Background: an optimization exercise with open tools, aiming at small area. Do not read the settings as production practice.
The RTL of this run was laid out without a check of its function.
No activity file was given, so power comes from the tool's default toggle rates.

===== flow/config.mk =====
export PLATFORM = sky130hd
export DESIGN_NAME = arbitrage_engine
export DESIGN_NICKNAME = arbitrage_engine
export VERILOG_FILES = /design/flow/design.v
export SDC_FILE = /design/flow/constraint.sdc
export NUM_CORES = 4
export LEC_CHECK = 0
export CAP_MARGIN = 20
export CORE_MARGIN = 2
export CORE_UTILIZATION = 40
export SLEW_MARGIN = 20

===== flow/constraint.sdc =====
create_clock -name core_clock -period 20.0 [get_ports {clk}]
set_input_delay 4.0000 -clock core_clock [delete_from_list [all_inputs] [get_ports {clk}]]
set_output_delay 4.0000 -clock core_clock [all_outputs]
set_load 0.01 [all_outputs]

===== flow/design.v =====
module arbitrage_engine (
    input  clk,
    input  rst,         
    input  uart_rx,
    output uart_tx
);
    wire      s1 = uart_rx;
    reg [8:0] rc;
    reg [3:0] rj;
    wire r_idle = ~rj[3] & rj[1] & ~rj[0];       
    wire r_stop = ~rj[3] & ~rj[1] & ~rj[0];      
    wire r_wrap = rc[8] & rc[7] & rc[5] & rc[3] & ~rc[2] & rc[1] & ~rc[0];
    wire r_ev   = rc[8] & ~rc[7] & ~rc[5] & rc[4] & ~rc[3] & rc[2] & ~rc[0];
    wire dev    = r_ev & rj[3];                  
    wire vld    = r_ev & r_stop;                 
    always @(posedge clk) begin
        if (~rst | r_idle | r_wrap) rc <= 9'd130;
        else rc <= {rc[7:0], ~(rc[8] ^ rc[3])};
        if (~rst | vld) rj <= 4'd6;
        else if (r_wrap | (r_idle & ~s1)) rj <= rj + 4'd1;
    end
    reg [2:0] ps;
    wire p_idle = ~ps[2] & ~ps[0];
    wire p_a    = ~ps[2] & ps[0];
    wire p_bh   = ps[2] & ps[0];
    wire p_b    = ps[2] & ps[1];
    wire p_ft   = ps[2] & ~ps[1];
    reg  [15:0] P;
    reg         br, bh;
    wire        pa   = P[0];
    wire        din  = p_b ? (s1 ^ pa ^ br) : s1;
    wire        xfer;
    reg  [15:0] R;
    wire hdr   = P[15:8] == 8'hAA;
    wire ftr   = P[15:8] == 8'h55;
    wire hz    = ~|R[15:8];
    wire lz    = ~|P[7:0];
    wire eq    = hz & ~bh & lz;
    wire neg   = bh | (hz & br);                 
    wire kh    = br | (neg & lz);
    always @(posedge clk) begin
        if (~rst) ps <= 3'b000;
        else if (ps == 3'b010) ps <= 3'b101;
        else if (ps == 3'b101) ps <= 3'b000;
        else if (vld & p_ft) ps <= ftr ? 3'b010 : 3'b000;
        else if (vld & (~p_idle | hdr)) ps <= {ps[1:0], ~ps[2]};
    end
    always @(posedge clk) begin
        if (dev | xfer) P <= {din, P[15:1]};
        if (p_a | (vld & p_bh)) br <= 1'b0;
        else if (dev & p_b) br <= (~pa & (s1 | br)) | (s1 & br);
        if (vld & p_bh) bh <= br;
    end
    reg [2:0] eb;
    reg [3:0] q;
    reg [8:0] c;
    reg        rneg, k;
    wire t_idle = q == 4'd3;
    wire t_en   = q == 4'd6;
    wire t_pre  = (q == 4'd4) | (q == 4'd5);
    wire t_start= q == 4'd7;
    wire t_data = q[3];
    wire nb     = c[8] & ~c[7] & c[6] & c[5] & c[4] & ~c[3] & ~c[2] & ~c[0];
    wire e_idle = ~eb[1] & ~eb[0];
    wire e_sh   = ~eb[1] & eb[0];
    wire e_st   = ~eb[2] & eb[1];
    wire e_prof = eb[2];
    wire e_lo   = eb[2] & ~eb[0];
    wire pick   = (ps == 3'b101) & ~eq;
    wire e_wait = eb[2] & ~eb[1];
    wire t_extra= q == 4'd0;
    wire go     = t_idle & ~e_idle;
    assign xfer = e_sh & t_start & ~c[5] & ~c[4] & c[3] & ~c[2] & c[1] & ~c[0];
    wire rtx    = e_prof & ((nb & t_data & ~(q[2:0] == 3'd7)) | t_extra);
    always @(posedge clk) begin
        if (~rst) q <= 4'd3;
        else if (e_wait) q <= 4'd4;
        else if (go) q <= 4'd6;
        else if (nb | (q == 4'd0) | (q == 4'd2) | t_pre | t_en) q <= q + 4'd1;
        if (~rst | nb) c <= 9'd0;
        else if (t_idle | t_pre | t_en) c <= {8'd0, c[0]};
        else c <= {c[7:0], ~(c[8] ^ c[3])};
        if (~rst) eb <= 3'd0;
        else if (pick) eb <= 3'b100;
        else if (e_wait) eb <= 3'b001;
        else if (go) eb <= {eb[1] & eb[0], eb[0], ~eb[2]};
        if ((dev & p_ft) | xfer | rtx) R <= {pa, R[15:1]};
        if (pick) rneg <= neg;
        if (pick) k <= kh;
        else if (e_lo & t_start) k <= rneg;
        else if (rtx) k <= k & ~R[0];
    end
    wire [2:0] bi = t_extra ? 3'd7 : q[2:0];
    reg  bitval;
    always @(*) begin
        if (e_sh)        bitval = bi[0];
        else if (e_st)   bitval = (bi == 3'd0) ? rneg : (bi == 3'd1) ? ~rneg : 1'b0;
        else if (e_prof) bitval = R[0] ^ rneg ^ k;
        else             bitval = ~bi[0];
    end
    assign uart_tx = (t_data | t_extra) ? bitval : ~t_start;
endmodule

===== flow/flow/run.sh =====
#!/bin/bash
# Layout flow: the standard synthesis, then its combinational logic
# re-mapped for area (flip-flops untouched; each accepted netlist is
# proven equivalent to the standard one), then the standard ORFS flow
# with a clock tree without dummy loads and minimum-size port buffers.
set -euo pipefail
LIB=$FLOW_HOME/platforms/sky130hd/lib/sky130_fd_sc_hd__tt_025C_1v80.lib
YOSYS=$(command -v yosys || true)
if [[ -z "$YOSYS" ]]; then YOSYS=$FLOW_HOME/../tools/install/yosys/bin/yosys; fi
RES=orfs/results/sky130hd/arbitrage_engine/base

bash standard.sh synth > standard_synth.log 2>&1

cp $RES/1_2_yosys.v std_netlist.v
grep "Chip area" orfs/reports/sky130hd/arbitrage_engine/base/synth_stat.txt > std_stat.txt || echo "Chip area 999999" > std_stat.txt
if python3 flow/filt_lib.py $LIB filt.lib > filt_lib.log 2>&1 \
   && bash flow/remap.sh std_netlist.v $YOSYS 3 > remap.log 2>&1 \
   && ! cmp -s std_netlist.v best.v \
   && bash flow/eqcheck.sh std_netlist.v best.v filt.lib $YOSYS > eqcheck.log 2>&1; then
  cp best.v $RES/1_2_yosys.v
  rm -f $RES/1_synth.odb $RES/1_synth.sdc
  echo "using re-mapped netlist" > netlist_choice.log
else
  echo "re-mapping failed or not proven; using the standard netlist" > netlist_choice.log
fi
rm -f filt.lib try_*.v cur.v eq_gold.v eq_gate.v

bash standard.sh \
  "CTS_ARGS=-sink_clustering_enable -repair_clock_nets -dont_use_dummy_load -buf_list sky130_fd_sc_hd__clkbuf_4" \
  "BUFFER_PORTS_ARGS=-buffer_cell sky130_fd_sc_hd__buf_1" \
  finish > standard_finish.log 2>&1

===== flow/flow/abc_1.scr =====
&get -n
&st
&dch -f
&nf -a
&put
mfs2
strash
&get -n
&dch -f
&nf -a
&put

===== flow/flow/abc_2.scr =====
&get -n
&st
&syn2
&dch -f
&nf -a
&put
mfs2
strash
&get -n
&syn2
&dch -f
&nf -a
&put

===== flow/flow/abc_3.scr =====
&get -n
&st
&dc2
&dch -f
&nf -a
&put
mfs2
strash
&get -n
&dc2
&dch -f
&nf -a
&put

===== flow/flow/abc_4.scr =====
strash
dch -f
map -a
mfs2
strash
dch -f
map -a

===== flow/flow/abc_5.scr =====
&get -n
&st
&synch2
&dch -f
&nf -a
&put
mfs2
strash
&get -n
&synch2
&dch -f
&nf -a
&put
mfs2
strash
&get -n
&dch -f
&nf -a
&put

===== flow/flow/abc_6.scr =====
strash
dc2
dch -f
map -a
mfs2
strash
dc2
dch -f
map -a

===== flow/flow/abc_7.scr =====
&get -n
&st
&synch2
&dch -f
&nf -a
&put
mfs2
strash
&get -n
&dch -f
&nf -a
&put
mfs2
strash
&get -n
&dch -f
&nf -a
&put

===== flow/flow/abc_8.scr =====
strash
dch -f
amap
mfs2
strash
&get -n
&dch -f
&nf -a
&put

===== flow/flow/eqcheck.sh =====
#!/bin/bash
# eqcheck.sh GOLD GATE LIB YOSYS: prove that GATE computes the same
# next-state and output functions as GOLD (flip-flops matched by name).
G=$1; T=$2; LIB=$3; Y=$4
sed -E 's/\b_([0-9]+)_\b/o_\1_/g' $G > eq_gold.v
sed -E 's/\b_([0-9]+)_\b/g_\1_/g' $T > eq_gate.v
cat > eq.ys <<EOS
read_liberty -ignore_miss_func $LIB
read_verilog eq_gold.v
rename arbitrage_engine gold
read_verilog eq_gate.v
rename arbitrage_engine gate
setattr -mod -set keep_hierarchy 0 gold gate
flatten gold gate
opt_clean
equiv_make gold gate equiv
hierarchy -top equiv
equiv_simple -undef
equiv_induct -undef
equiv_status -assert
EOS
$Y -s eq.ys

===== flow/flow/filt_lib.py =====
# Copy a Liberty file, leaving out the platform's don't-use cells
# (probe, lpflow, bleeder), so ABC cannot map onto them.
import re, sys
src, dst = sys.argv[1], sys.argv[2]
t = open(src).read()
pat = re.compile(r'\n\s*cell\s*\(\s*"?(\w+)"?\s*\)\s*\{')
cells = list(pat.finditer(t))
def cell_end(s, start):
    depth = 0
    i = s.index('{', start)
    while True:
        c = s[i]
        if c == '{':
            depth += 1
        elif c == '}':
            depth -= 1
            if depth == 0:
                return i + 1
        i += 1
out = [t[:cells[0].start()]]
for m in cells:
    e = cell_end(t, m.start())
    if not re.search(r'probe|lpflow|bleeder', m.group(1)):
        out.append(t[m.start():e])
out.append('\n}\n')
open(dst, 'w').write(''.join(out))

===== flow/flow/remap.sh =====
#!/bin/bash
# remap.sh STD_NETLIST YOSYS ROUNDS: repeatedly re-map the combinational
# logic with several ABC scripts, keep the smallest netlist, write best.v.
STD=$1; Y=$2; ROUNDS=$3
cp $STD best.v
best=$(awk '/Chip area/ {print $NF}' std_stat.txt)
for r in $(seq 1 $ROUNDS); do
  cp best.v cur.v
  for s in 1 2 3 4 5 6 7 8; do
    sed -e "s#IN_NETLIST#cur.v#; s#SCRIPT#flow/abc_$s.scr#; s#OUT_STAT#try_$s.txt#; s#OUT_NETLIST#try_$s.v#" flow/remap.ys > try_$s.ys
    rm -f try_$s.txt try_$s.v
    $Y -q -s try_$s.ys > try_$s.log 2>&1 || continue
    a=$(awk '/Chip area/ {print $NF}' try_$s.txt)
    flops=$(grep -c 'sky130_fd_sc_hd__e\?dfxtp' try_$s.v || true)
    echo "round $r script $s area $a flops $flops"
    # a failed ABC run leaves no logic; only accept netlists proven equivalent
    if [[ -n "$a" ]] && awk -v a=$a -v b=$best 'BEGIN{exit !(a < b)}' \
       && bash flow/eqcheck.sh $STD try_$s.v filt.lib $Y > try_eq.log 2>&1; then
      best=$a; cp try_$s.v best.v; echo "  accepted"
    fi
  done
done
echo "best $best"

===== flow/flow/remap.ys =====
# Re-map the combinational logic of IN_NETLIST with ABC script SCRIPT.
# Flip-flops stay as they are (same instances, names and cell types).
read_liberty -ignore_miss_func filt.lib
blackbox sky130_fd_sc_hd__df* sky130_fd_sc_hd__edf* sky130_fd_sc_hd__sdf* sky130_fd_sc_hd__sedf* sky130_fd_sc_hd__dl* sky130_fd_sc_hd__conb_1
read_verilog IN_NETLIST
hierarchy -top arbitrage_engine
flatten
opt_clean
abc -liberty filt.lib -script SCRIPT
opt_clean -purge
splitnets
opt_clean -purge
rename -enumerate
tee -o OUT_STAT stat -liberty filt.lib
select arbitrage_engine
write_verilog -noattr -noexpr -nohex -nodec -selected OUT_NETLIST

===== flow/standard.sh =====
#!/bin/bash
# synth_recipe.tcl (not shown) runs the flow's synth.tcl, then flattens the netlist and writes it again
# the make line also repeats each setting of config.mk as NAME=value (left out here)
make -C /OpenROAD-flow-scripts/flow DESIGN_CONFIG=/design/flow/config.mk WORK_HOME=/design/flow/orfs CLKGATE_MAP_FILE= SYNTH_SCRIPT=/design/flow/synth_recipe.tcl "${@:-finish}"

==> metrics.md <==
| Metric | Value |
|---|---|
| Final WS setup | 14,140 ps |
| Clock buffer depth | 2 |
| 1st-pass router iterations | 5 |
| R2R depth | 4 |
| Avg Inst Size Synth | 11.5 um^2 |
| GR Layer Usage met3 | 0.0590 |
| Share of cells above drive strength 1 | 0.0418 |
| Beginning of the worst hold path | rc[6] |
| Root Driver | clkbuf_4 |
| Initial antenna violation count | 0 |
| Max FO, Critical Path | 4 |
| Drt wl/cell | 13.4 um |
| Initial Utilization | 0.413 |
| Worst slack at placement | 14,560 ps |
| FF/Latch Area | 1710 um^2 |
| CTS sink cnt | 68 |
| PD cells | 90.4 nW/um^2 |
| Req. time, crit path | 16,000 ps |
| Final wirelength | 4230 um |
| Sw Pwr | 0.0000674 W |
| P&R area growth vs syn | 7.00% |
| Gate power share | 0.128 |
| Cells after Synth | 226 |
| Hold path depth | 1 |
| CTS Buf Count | 9 |
| Syn. warnings | 1 |
| Vias | 1,691 |
| Fmax | 0.171 GHz |
| Post-route clock skew | 19.3 ps |
| Tot GR Track Use | 0.131 |
| Initial drt markers | 85 |
| Worst Tran Pin Value | 677 ps |
| Clock Latency Late Sink | 390 ps |
| Number of diodes | 0 |
| Max Slew Vio Count | 0 |
| Worst R2R Start | q[0] |
| Pint | 0.000185 W |
| Max Cap Violations | 0 |
| Final period utilization | 0.293 |
| Sw Share | 0.267 |
| Crit path DAT | 1860 ps |
| Leakage | 0.923 nW |
| Slowest CP cell | edfxtp_1 |
| R2R setup slack | 17,970 ps |
| First-pass GRT wire length | 7380 um |
| VDD IR max | 0.0000482 V |
| Vias per inst | 5.35 |
| R2R Path End | P[8] |
| Critical Path Sink Type | output port |
| Status | no timing/DRC/antenna violations |
| Met2 Track Usage GR | 0.178 |
| Relative slew slack | 0.548 |
| Post-DP HPWL | 2850 um |
| Number of global-route vias before repair | 1,519 |
| Final setup vio count | 0 |
| Die width | 84.8 um |
| Drt drc | 0 |
| Filler cell count | 622 |
| Global routing's busiest layer | met1 |
| Critical setup path kind | reg2out |
| Largest net degree at the start of global routing | 17 |
| CP top delay family | compound AO/OA/AOI/OAI gates |
| Cts hold-fix bufs | 0 |
| Final hold vios | 0 |
| Boundary Pins | 4 |
| Core area | 6310 um^2 |
| Port-buffer cells | 3 |
| Hold WC Path Type | reg2reg |
| Std cell rows | 29 |
| Clock slew at reported path FFs | 90 ps |
| Final RePlAce weighted congestion | 0.809 |
| Die Area | 7180 um^2 |
| RSZ-0062 raised after global routing | no |
| # Post-CTS Setup Buffers | 0 |
| Syn_nets | 229 |
| Post_cts resized | 0 |
| H-tree Lvls | 3 |
| Worst Path Buf+Inv | 1 |
| CTS tree | yes |
| Worst path cell trace | a2111oi_0, nand2_1, a221oi_1, o21a_1, buf_1 |
| Chip Height | 84.8 um |
| Congestion Overflow GR | 0 |
| Crit start category | flip-flop |
| Sequential cell fraction of total power | 0.635 |
| CP peak stage delay | 440 ps |
| Hold EP | rc[7] |
| GR met1 Demand/Resource | 0.191 |
| Setup TNS | 0 ps |
| Multi-input logic area | 871 um^2 |
| Nets | 244 |
| Minimum clock period | 5860 ps |
| Clock power frac | 0.237 |
| Mapped Area | 2610 um^2 |
| Post-route ant nets | 0 |
through the flow:
stage | instance area [um^2] | instances | hold slack [ps] | util | power [W]
2_1_floorplan | 2610 | 226 | 386 | - | 0.000186
3_3_place_gp | 2720 | 307 | 391 | 0.431 | 0.000195
3_5_place_dp | 2720 | 307 | 398 | 0.431 | 0.000195
4_1_cts | 2790 | 316 | 421 | 0.442 | 0.000256
5_1_grt | 2790 | 316 | 433 | 0.442 | 0.000268
6_report | 2790 | 316 | 417 | 0.442 | 0.000252
flip-flops by register name, summed over array words and instances, names as in the netlist:
signal / flops
rj: 4
k: 1
eb: 3
ps: 3
c: 9
bh: 1
P: 16
q: 4
rneg: 1
rc: 9
br: 1
R: 16
power groups by stage:
stage | Combinational, W | Sequential, W | Clock (W)
after floorplan | 0.0000257 | 0.000161 | 0
after global placement | 0.0000319 | 0.000163 | 0
after detailed placement | 0.0000320 | 0.000163 | 0
after CTS | 0.0000322 | 0.000160 | 0.0000636
after global routing | 0.0000372 | 0.000161 | 0.0000692
final | 0.0000323 | 0.000160 | 0.0000599
cell usage in the layout (no fill, tap or decap), drive strengths merged, types with 2 or more instances in the layout:
cell     n
xnor2    4
clkinv   7
o211ai   4
nor3    12
a21boi   2
and3     3
nor4     6
buf      4
clkbuf   9
dfxtp   33
nor2    15
a31oi    3
o21a     2
nand3b   2
xor2     2
a21o     2
nand2b   4
nand2   18
and2    17
a21oi    9
nand3    8
o21ai   17
edfxtp  35
nand4b   2
nand4    4
layout make-up:
cell class                      count  share of cell area
Tap cell                           77              0.0345
Sequential cell                    68               0.613
Inverter                            7             0.00941
Clock buffer                        9              0.0242
Timing Repair Buffer                4             0.00672
Multi-Input combinational cell    151               0.312
routing by layer:
layer  share of wire  up-vias
met5               0        -
met4           0.011        0
met3           0.047        7
met2            0.43       31
met1            0.51      791
li1                -      862
worst max path at each step:
stage,start,depth (start not counted),end
after global placement,rneg,5,uart_tx
final,rneg,5,uart_tx
after floorplan,rneg,4,uart_tx
after global routing,q[3],6,uart_tx
after detailed placement,rneg,5,uart_tx
after CTS,q[0],5,uart_tx

==> static timing again, ports no longer ideal <==
The flow's constraints put no driver on any port. The routed layout listed below was extracted and timed again, unchanged, in two steps. Step 1: set_driving_cell puts a clkbuf_16 on clk and a buf_2 on each other input, an assumption about the parent block. Step 2 also shifts input and output timing later by t, the mid clock arrival at the registers, as if the neighbouring blocks saw the same clock. Slacks: no drivers / after step 1 / after step 2; pairs: no drivers / after step 1.
t (ns): 0.400
setup WS [ns]: 14.141 / 14.116 / 14.517
worst setup path after step 2: register to output
worst register clock-pin slew, ns: 0.10 / 0.10
worst slew at a driven data input, ns: 0.03
After both steps this run still meets setup and hold. The setup slack of this run moves by -0.025 ns with the drivers and by +0.376 ns with both steps.
